This is an optimization exercise on Yosys and OpenROAD, whose aim is small area, not a production implementation. Only simulation tests tie the RTL to the original design; equivalence was not proved. Power figures rest on the tool's default switching activity, not on a simulated workload.

==> inputs of wip/cedar <==
==> flow/design.v <==
module system_top (
    input  wire       i_clk,
    input  wire       i_rst_n,
    input  wire       i_uart_rx,
    output wire [3:0] o_vga_r,
    output wire [3:0] o_vga_g,
    output wire [3:0] o_vga_b,
    output wire       o_vga_hsync,
    output wire       o_vga_vsync
);
    reg [6:0] r_ph;
    always @(posedge i_clk or negedge i_rst_n) begin
        if (!i_rst_n)
            r_ph <= 7'd0;
        else if (r_ph == 7'd107)
            r_ph <= 7'd0;
        else
            r_ph <= r_ph + 7'd1;
    end
    wire w_tick = (r_ph == 7'd0) || (r_ph == 7'd54);
    wire w_pix  = (r_ph[1:0] == 2'b00);
    localparam [7:0] U_IDLE = 8'd247;
    reg  [7:0] r_u;
    reg  [2:0] r_bc;      
    reg        r_t1;      
    reg  [2:0] r_k;       
    reg        r_play;    
    localparam [2:0] K_NONE = 3'b000, K_START = 3'b001,
                     K_DOWN = 3'b100, K_UP = 3'b101,
                     K_RIGHT = 3'b110, K_LEFT = 3'b111;
    wire w_clkdrv = (r_u >= 8'd144) && (r_u <= 8'd163);
    wire w_fire   = (r_u == 8'd146);
    wire w_start  = w_fire && !r_play && (r_k == K_START);
    wire w_pre    = (r_u == 8'd147);
    wire w_win    = (r_u >= 8'd148) && (r_u <= 8'd163);
    wire w_samp   = w_tick && !r_u[7] && (r_u[3:0] == 4'd15);
    wire w_stop   = w_tick && (r_u == 8'd143) && i_uart_rx;
    always @(posedge i_clk or negedge i_rst_n) begin
        if (!i_rst_n)
            r_u <= 8'd163;
        else if (w_clkdrv) begin
            if (w_fire)
                r_u <= w_start ? 8'd147 : U_IDLE;
            else if (r_u == 8'd163)
                r_u <= U_IDLE;
            else
                r_u <= r_u + 8'd1;
        end else if (w_tick) begin
            if (r_u == U_IDLE) begin
                if (!i_uart_rx) r_u <= 8'd248;
            end else if (r_u == 8'd255)
                r_u <= i_uart_rx ? U_IDLE : 8'd0;
            else if (r_u == 8'd143)
                r_u <= (i_uart_rx && r_bc == 3'd7) ? 8'd144 : U_IDLE;
            else
                r_u <= r_u + 8'd1;
        end
    end
    always @(posedge i_clk or negedge i_rst_n) begin
        if (!i_rst_n)
            r_bc <= 3'd0;
        else if (w_stop)
            r_bc <= r_bc + 3'd1;
    end
    always @(posedge i_clk) begin
        if (w_stop && r_bc == 3'd0)
            r_t1 <= (r_k != K_NONE);
    end
    wire [2:0] w_bit = r_u[6:4];
    always @(posedge i_clk) begin
        if (w_samp) begin
            if (r_bc == 3'd0) begin
                if (w_bit == 3'd0)
                    r_k <= i_uart_rx ? 3'd1 : 3'd0;
                else if (i_uart_rx)
                    r_k <= K_NONE;
            end else if (r_bc == 3'd1) begin
                case (w_bit)
                    3'd0: r_k <= !r_t1 ? K_NONE : (i_uart_rx ? K_LEFT : K_DOWN);
                    3'd1: begin
                        if (!i_uart_rx) begin
                            if (r_k == K_DOWN) r_k <= K_RIGHT;
                            else if (r_k == K_LEFT) r_k <= K_UP;
                        end
                    end
                    3'd2: begin
                        if (r_k == K_RIGHT) begin
                            if (!i_uart_rx) r_k <= K_NONE;
                        end else if (i_uart_rx)
                            r_k <= K_NONE;
                    end
                    3'd3: begin
                        if (i_uart_rx)
                            r_k <= (r_k == K_UP) ? K_START : K_NONE;
                    end
                    default: begin
                        if (i_uart_rx) r_k <= K_NONE;
                    end
                endcase
            end
        end
    end
    always @(posedge i_clk or negedge i_rst_n) begin
        if (!i_rst_n)
            r_play <= 1'b0;
        else if (w_start)
            r_play <= 1'b1;
    end
    reg [6:0] r_a;
    reg [5:0] r_j;
    function [6:0] f_step7;
        input [6:0] x;
        input       dec;
        integer i;
        reg c;
        begin
            c = 1'b1;
            for (i = 0; i < 7; i = i + 1) begin
                f_step7[i] = x[i] ^ c;
                c = c & (x[i] ^ dec);
            end
        end
    endfunction
    wire w_mv   = w_fire && r_play && r_k[2];
    wire w_mv_a = w_mv && r_k[1] && (r_k[0] ? (r_a != 7'd1) : (r_a != 7'd72));
    wire w_mv_j = w_mv && !r_k[1] && (r_k[0] ? (r_j != 6'd0) : (r_j < 6'd54));
    always @(posedge i_clk or negedge i_rst_n) begin
        if (!i_rst_n) begin
            r_a <= 7'd36;
            r_j <= 6'd56;
        end else if (w_pre) begin
            r_a <= 7'd36;
            r_j <= 6'd56;
        end else begin
            if (w_mv_a) r_a <= f_step7(r_a, r_k[0]);
            if (w_mv_j) r_j <= f_step7({1'b0, r_j}, r_k[0]);
        end
    end
    reg [3:0] r_lx;
    always @(posedge i_clk or negedge i_rst_n) begin
        if (!i_rst_n)
            r_lx <= 4'h1;
        else
            r_lx <= {r_lx[2:0], r_lx[3] ^ r_lx[2]};
    end
    function [4-1:0] f_m;
        input [3:0] k;
        f_m = (k == 4'd1) ? 4'd1 :
            (k == 4'd2) ? 4'd3 :
            (k == 4'd3) ? 4'd14 :
            (k == 4'd4) ? 4'd7 :
            (k == 4'd5) ? 4'd11 :
            (k == 4'd6) ? 4'd13 :
            (k == 4'd7) ? 4'd12 :
            (k == 4'd8) ? 4'd8 :
            (k == 4'd9) ? 4'd15 :
            (k == 4'd10) ? 4'd5 :
            (k == 4'd11) ? 4'd6 :
            (k == 4'd12) ? 4'd4 :
            (k == 4'd13) ? 4'd10 :
            (k == 4'd14) ? 4'd2 :
            (k == 4'd15) ? 4'd9 :
            4'd0;
    endfunction
    function [8-1:0] f_alo;
        input [3:0] k;
        f_alo = (k == 4'd1) ? 8'd253 :
            (k == 4'd2) ? 8'd2 :
            (k == 4'd3) ? 8'd7 :
            (k == 4'd4) ? 8'd12 :
            (k == 4'd5) ? 8'd16 :
            (k == 4'd6) ? 8'd21 :
            (k == 4'd7) ? 8'd26 :
            (k == 4'd8) ? 8'd31 :
            (k == 4'd9) ? 8'd35 :
            (k == 4'd10) ? 8'd40 :
            (k == 4'd11) ? 8'd45 :
            (k == 4'd12) ? 8'd50 :
            (k == 4'd13) ? 8'd54 :
            (k == 4'd14) ? 8'd59 :
            (k == 4'd15) ? 8'd64 :
            8'd0;
    endfunction
    function [8-1:0] f_jlo;
        input [3:0] k;
        f_jlo = (k == 4'd1) ? 8'd254 :
            (k == 4'd2) ? 8'd5 :
            (k == 4'd3) ? 8'd43 :
            (k == 4'd4) ? 8'd19 :
            (k == 4'd5) ? 8'd33 :
            (k == 4'd6) ? 8'd40 :
            (k == 4'd7) ? 8'd36 :
            (k == 4'd8) ? 8'd22 :
            (k == 4'd9) ? 8'd47 :
            (k == 4'd10) ? 8'd12 :
            (k == 4'd11) ? 8'd15 :
            (k == 4'd12) ? 8'd8 :
            (k == 4'd13) ? 8'd29 :
            (k == 4'd14) ? 8'd1 :
            (k == 4'd15) ? 8'd26 :
            8'd0;
    endfunction
    reg  [3:0] r_k_food;    
    wire [3:0] w_m = f_m(r_k_food);
    wire [7:0] w_da = {1'b0, r_a} - f_alo(r_k_food);
    wire [7:0] w_dj = {2'b0, r_j} - f_jlo(r_k_food);
    wire w_ate_x = (w_da[7:4] == 4'd0) &&
                   (!w_da[3] || (w_da[2:0] == 3'd0) ||
                    ((w_da[2:0] == 3'd1) && (r_k_food[1:0] != 2'd0)));
    wire w_ate_y = (w_dj[7:3] == 5'd0);
    wire w_ate = w_ate_x && w_ate_y;
    always @(posedge i_clk) begin
        if (w_win || w_ate)
            r_k_food <= r_lx;
    end
    reg [9:0] r_h, r_v;
    always @(posedge i_clk or negedge i_rst_n) begin
        if (!i_rst_n) begin
            r_h <= 10'd799;
            r_v <= 10'd524;
        end else if (w_pix) begin
            if (r_h == 10'd799) begin
                r_h <= 10'd0;
                r_v <= (r_v == 10'd524) ? 10'd0 : r_v + 10'd1;
            end else
                r_h <= r_h + 10'd1;
        end
    end
    assign o_vga_hsync = !((r_h >= 10'd656) && (r_h < 10'd752));
    assign o_vga_vsync = !((r_v >= 10'd490) && (r_v < 10'd492));
    wire [7:0] w_sdx = {1'b0, r_h[9:3]} - {1'b0, r_a};
    wire [7:0] w_sdy = {1'b0, r_v[9:3]} - {2'b0, r_j};
    wire w_rlo = r_v[2] | r_v[1];           
    wire w_in_snake = (w_sdx[7:3] == 5'd0) && (r_v < 10'd480) &&
                      (((w_sdy == 8'd0) && w_rlo) ||
                       ((w_sdy >= 8'd1) && (w_sdy <= 8'd5)) ||
                       ((w_sdy == 8'd6) && !w_rlo));
    wire [5:0] w_k3 = {2'b0, r_k_food} + {1'b0, r_k_food, 1'b0};
    wire [9:0] w_fex = {1'b0, r_h[9:1]} - {4'b0, w_k3};
    wire [8:0] w_fey = {1'b0, r_v[9:2]} + {5'b0, w_m};
    wire w_in_food  = !w_win &&
                      !w_fex[9] && (w_fex[8:4] == {1'b0, r_k_food}) && !w_fex[3] &&
                      (w_fey[8:3] == {2'b0, w_m}) && !w_fey[2];
    reg r_g;
    always @(posedge i_clk or negedge i_rst_n) begin
        if (!i_rst_n)
            r_g <= 1'b0;
        else
            r_g <= w_in_snake || w_in_food;
    end
    assign o_vga_r = 4'h0;
    assign o_vga_g = {4{r_g}};
    assign o_vga_b = 4'h0;
endmodule
==> flow/flow/run.sh <==
#!/bin/bash
# Standard ORFS layout, with two synthesis changes that only affect how the
# combinational logic is mapped (registers are mapped exactly as in the
# standard synthesis, before ABC runs):
#   - ABC uses an area-recovery script (flow/abc_area.script)
#   - Yosys's extract_fa is skipped, so adders reach ABC as plain gates
set -euo pipefail
W=$(pwd)
rm -rf "$W/scripts_mod"
cp -r "$FLOW_HOME/scripts" "$W/scripts_mod"
cp "$W/flow/abc_area.script" "$W/scripts_mod/abc_speed.script"
python3 - "$W/scripts_mod/synth.tcl" <<'PY'
import sys
p = sys.argv[1]
s = open(p).read()
old = "  extract_fa {*}[dont_use_extract_fa_args]\n"
assert old in s
s = s.replace(old, "  # extract_fa skipped by this flow\n", 1)
open(p, "w").write(s)
PY
bash standard.sh SCRIPTS_DIR="$W/scripts_mod" finish > "$W/flow_make.log" 2>&1
==> flow/flow/abc_area.script <==
&get -n
&st
&syn2
&dc2
&dch -f
&nf -R 1000
&st
&syn3
&dc2
&dch -f
&nf -R 1000
&st
&syn3
&dc2
&dch -f
&nf -R 1000
&st
&syn3
&dc2
&dch -f
&nf -R 1000
&put
topo
dnsize -c
==> flow/standard.sh <==
#!/bin/bash
# synth_recipe.tcl (not shown) runs the flow's synth.tcl, then flattens the netlist and writes it again
# the make line also repeats each setting of config.mk as NAME=value (left out here)
make -C /OpenROAD-flow-scripts/flow DESIGN_CONFIG=/design/flow/config.mk WORK_HOME=/design/flow/orfs CLKGATE_MAP_FILE= SYNTH_SCRIPT=/design/flow/synth_recipe.tcl "${@:-finish}"
==> flow/config.mk <==
export PLATFORM = sky130hd
export DESIGN_NAME = system_top
export DESIGN_NICKNAME = system_top
export VERILOG_FILES = /design/flow/design.v
export SDC_FILE = /design/flow/constraint.sdc
export NUM_CORES = 4
export LEC_CHECK = 0
export CAP_MARGIN = 20
export CORE_MARGIN = 2
export CORE_UTILIZATION = 40
export PLACE_DENSITY = 0.6
export SLEW_MARGIN = 20
==> flow/constraint.sdc <==
create_clock -name core_clock -period 10.0 [get_ports {i_clk}]
set_input_delay 2.0000 -clock core_clock [delete_from_list [all_inputs] [get_ports {i_clk}]]
set_output_delay 2.0000 -clock core_clock [all_outputs]
set_load 0.01 [all_outputs]
==> wip/xenon (differences from wip/cedar) <==
--- a/flow/design.v
+++ b/flow/design.v
@@ -9,16 +9,18 @@
     output wire       o_vga_vsync
 );
-    reg [6:0] r_ph;
-    always @(posedge i_clk or negedge i_rst_n) begin
-        if (!i_rst_n)
-            r_ph <= 7'd0;
-        else if (r_ph == 7'd107)
-            r_ph <= 7'd0;
-        else
-            r_ph <= r_ph + 7'd1;
-    end
-    wire w_tick = (r_ph == 7'd0) || (r_ph == 7'd54);
-    wire w_pix  = (r_ph[1:0] == 2'b00);
-    localparam [7:0] U_IDLE = 8'd247;
+    reg [1:0] r_p;
+    reg [4:0] r_q;
+    always @(posedge i_clk or negedge i_rst_n) begin
+        if (!i_rst_n) begin
+            r_p <= 2'd0;
+            r_q <= 5'd0;
+        end else begin
+            r_p <= r_p + 2'd1;
+            r_q <= (r_q == 5'd26) ? 5'd0 : r_q + 5'd1;
+        end
+    end
+    wire w_tick = !r_p[0] && (r_q == 5'd0);
+    wire w_pix  = (r_p == 2'b00);
+    localparam [7:0] U_IDLE = 8'd247, U_DONE = 8'd144, U_WIN = 8'd145;
     reg  [7:0] r_u;
     reg  [2:0] r_bc;      
@@ -29,21 +31,21 @@
                      K_DOWN = 3'b100, K_UP = 3'b101,
                      K_RIGHT = 3'b110, K_LEFT = 3'b111;
-    wire w_clkdrv = (r_u >= 8'd144) && (r_u <= 8'd163);
-    wire w_fire   = (r_u == 8'd146);
+    wire w_done   = (r_u == U_DONE);
+    wire w_inwin  = (r_u == U_WIN);
+    wire w_fire   = w_done && (r_q == 5'd3);
     wire w_start  = w_fire && !r_play && (r_k == K_START);
-    wire w_pre    = (r_u == 8'd147);
-    wire w_win    = (r_u >= 8'd148) && (r_u <= 8'd163);
+    wire w_pre    = w_inwin && (r_q == 5'd4);
+    wire w_win    = w_inwin && (r_q != 5'd4);
     wire w_samp   = w_tick && !r_u[7] && (r_u[3:0] == 4'd15);
     wire w_stop   = w_tick && (r_u == 8'd143) && i_uart_rx;
     always @(posedge i_clk or negedge i_rst_n) begin
         if (!i_rst_n)
-            r_u <= 8'd163;
-        else if (w_clkdrv) begin
+            r_u <= U_WIN;
+        else if (w_done) begin
             if (w_fire)
-                r_u <= w_start ? 8'd147 : U_IDLE;
-            else if (r_u == 8'd163)
+                r_u <= w_start ? U_WIN : U_IDLE;
+        end else if (w_inwin) begin
+            if ((r_q == 5'd20) || (r_q == 5'd0))
                 r_u <= U_IDLE;
-            else
-                r_u <= r_u + 8'd1;
         end else if (w_tick) begin
             if (r_u == U_IDLE) begin
@@ -52,5 +54,5 @@
                 r_u <= i_uart_rx ? U_IDLE : 8'd0;
             else if (r_u == 8'd143)
-                r_u <= (i_uart_rx && r_bc == 3'd7) ? 8'd144 : U_IDLE;
+                r_u <= (i_uart_rx && r_bc == 3'd7) ? U_DONE : U_IDLE;
             else
                 r_u <= r_u + 8'd1;
@@ -163,50 +165,14 @@
             4'd0;
     endfunction
-    function [8-1:0] f_alo;
-        input [3:0] k;
-        f_alo = (k == 4'd1) ? 8'd253 :
-            (k == 4'd2) ? 8'd2 :
-            (k == 4'd3) ? 8'd7 :
-            (k == 4'd4) ? 8'd12 :
-            (k == 4'd5) ? 8'd16 :
-            (k == 4'd6) ? 8'd21 :
-            (k == 4'd7) ? 8'd26 :
-            (k == 4'd8) ? 8'd31 :
-            (k == 4'd9) ? 8'd35 :
-            (k == 4'd10) ? 8'd40 :
-            (k == 4'd11) ? 8'd45 :
-            (k == 4'd12) ? 8'd50 :
-            (k == 4'd13) ? 8'd54 :
-            (k == 4'd14) ? 8'd59 :
-            (k == 4'd15) ? 8'd64 :
-            8'd0;
-    endfunction
-    function [8-1:0] f_jlo;
-        input [3:0] k;
-        f_jlo = (k == 4'd1) ? 8'd254 :
-            (k == 4'd2) ? 8'd5 :
-            (k == 4'd3) ? 8'd43 :
-            (k == 4'd4) ? 8'd19 :
-            (k == 4'd5) ? 8'd33 :
-            (k == 4'd6) ? 8'd40 :
-            (k == 4'd7) ? 8'd36 :
-            (k == 4'd8) ? 8'd22 :
-            (k == 4'd9) ? 8'd47 :
-            (k == 4'd10) ? 8'd12 :
-            (k == 4'd11) ? 8'd15 :
-            (k == 4'd12) ? 8'd8 :
-            (k == 4'd13) ? 8'd29 :
-            (k == 4'd14) ? 8'd1 :
-            (k == 4'd15) ? 8'd26 :
-            8'd0;
-    endfunction
     reg  [3:0] r_k_food;    
-    wire [3:0] w_m = f_m(r_k_food);
-    wire [7:0] w_da = {1'b0, r_a} - f_alo(r_k_food);
-    wire [7:0] w_dj = {2'b0, r_j} - f_jlo(r_k_food);
-    wire w_ate_x = (w_da[7:4] == 4'd0) &&
-                   (!w_da[3] || (w_da[2:0] == 3'd0) ||
-                    ((w_da[2:0] == 3'd1) && (r_k_food[1:0] != 2'd0)));
-    wire w_ate_y = (w_dj[7:3] == 5'd0);
+    wire [3:0] w_m  = f_m(r_k_food);
+    wire [5:0] w_k3 = {2'b0, r_k_food} + {1'b0, r_k_food, 1'b0};
+    wire [9:0] w_aex = {1'b0, r_a, 2'b0} + 10'd31 - {4'b0, w_k3};
+    wire [5:0] w_adx = w_aex[9:4] - {2'b0, r_k_food};
+    wire w_ate_x = (w_adx == 6'd0) || (w_adx == 6'd1) ||
+                   ((w_adx == 6'd2) && (w_aex[3:0] <= 4'd6));
+    wire [7:0] w_aey = {1'b0, r_j, 1'b0} + {4'b0, w_m} + 8'd12;
+    wire [4:0] w_ady = w_aey[7:3] - {1'b0, w_m};
+    wire w_ate_y = (w_ady[4:1] == 4'd0);
     wire w_ate = w_ate_x && w_ate_y;
     always @(posedge i_clk) begin
@@ -236,5 +202,4 @@
                        ((w_sdy >= 8'd1) && (w_sdy <= 8'd5)) ||
                        ((w_sdy == 8'd6) && !w_rlo));
-    wire [5:0] w_k3 = {2'b0, r_k_food} + {1'b0, r_k_food, 1'b0};
     wire [9:0] w_fex = {1'b0, r_h[9:1]} - {4'b0, w_k3};
     wire [8:0] w_fey = {1'b0, r_v[9:2]} + {5'b0, w_m};
--- a/flow/flow/run.sh
+++ b/flow/flow/run.sh
@@ -19,3 +19,5 @@
 open(p, "w").write(s)
 PY
-bash standard.sh SCRIPTS_DIR="$W/scripts_mod" finish > "$W/flow_make.log" 2>&1
+bash standard.sh SCRIPTS_DIR="$W/scripts_mod" \
+  "CTS_ARGS=-sink_clustering_enable -sink_clustering_size 70 -sink_clustering_max_diameter 1000 -buf_list sky130_fd_sc_hd__clkbuf_8 -root_buf sky130_fd_sc_hd__clkbuf_8 -dont_use_dummy_load -repair_clock_nets" \
+  finish > "$W/flow_make.log" 2>&1
==> out/qor.yml <==
run_status:
  result_of_the_run: "no timing/DRC/antenna violations"
setup_path:
  cp_data_required_time_ps: 9990
  critical_path.reg2reg.endpoint: "r_k_food[1]"
  timing.critical_path.buf_inv: 1
finish:
  final_area_um2: 5190
pwr:
  max-vdd-ir-drop_uv: 65.5
cts:
  clock-root-buffer: "sky130_fd_sc_hd__clkbuf_8"
drt:
  wire_per_inst_um: 15.4
  drt_wl_total_um: 12000
  detailedRoute.firstPassIterationCount: 4
synth:
  synth_adder_area_share: 0.00620
  post_synthesis_average_cell_area_um2: 7.83
floorplanning:
  placement_rows: 40
-- figures above: wip/xenon

==> out/qor.yml <==
floorplanning:
  die_x_um: 118
pwr:
  combinational_cell_power_uw: 8.29
  max-vdd-ir-drop_uv: 83.8
cts:
  clock-root-buffer: "sky130_fd_sc_hd__clkbuf_16"
  htree_levels: 3
  cts_tree: "done"
finish:
  final_area_um2: 5750
  final_nets: 709
run_status:
  result_of_the_run: "no timing/DRC/antenna violations"
synth:
  synth_adder_area_share: 0.00575
  post_synthesis_average_cell_area_um2: 7.61
drt:
  drt_wl_total_um: 15700
  detailedRoute.firstPassIterationCount: 5
setup_path:
  critical_path.reg2reg.endpoint: "r_k_food[2]"
-- figures above: wip/cedar

-- static timing again, ports no longer ideal --
No port has a modelled driver above. Below, the same layouts with a new extraction and two added sets of constraints. Step 1 assumes that a clkbuf_16 drives the clock port and a buf_2 every other input. Step 2 moves the port delays by t, midway between the first and last clock arrival at a register: inputs arrive t later, outputs are due t later. That takes back most of the time a late clock gives input paths. a / b / c = ideal / step 1 / step 2; a / b = the first two.
run	t, ns	setup WS [ns]	hold slack, ns	clock arrival spread, ns	worst register clock-pin slew, ns
wip/cedar	0.373	5.756 / 5.756 / 5.756	0.375 / 0.375 / 0.375	0.007 / 0.008	0.06 / 0.06
wip/xenon	0.391	4.720 / 4.720 / 4.720	0.380 / 0.380 / 0.380	0.020 / 0.020	0.07 / 0.07
After both steps setup and hold are still met in every run listed.
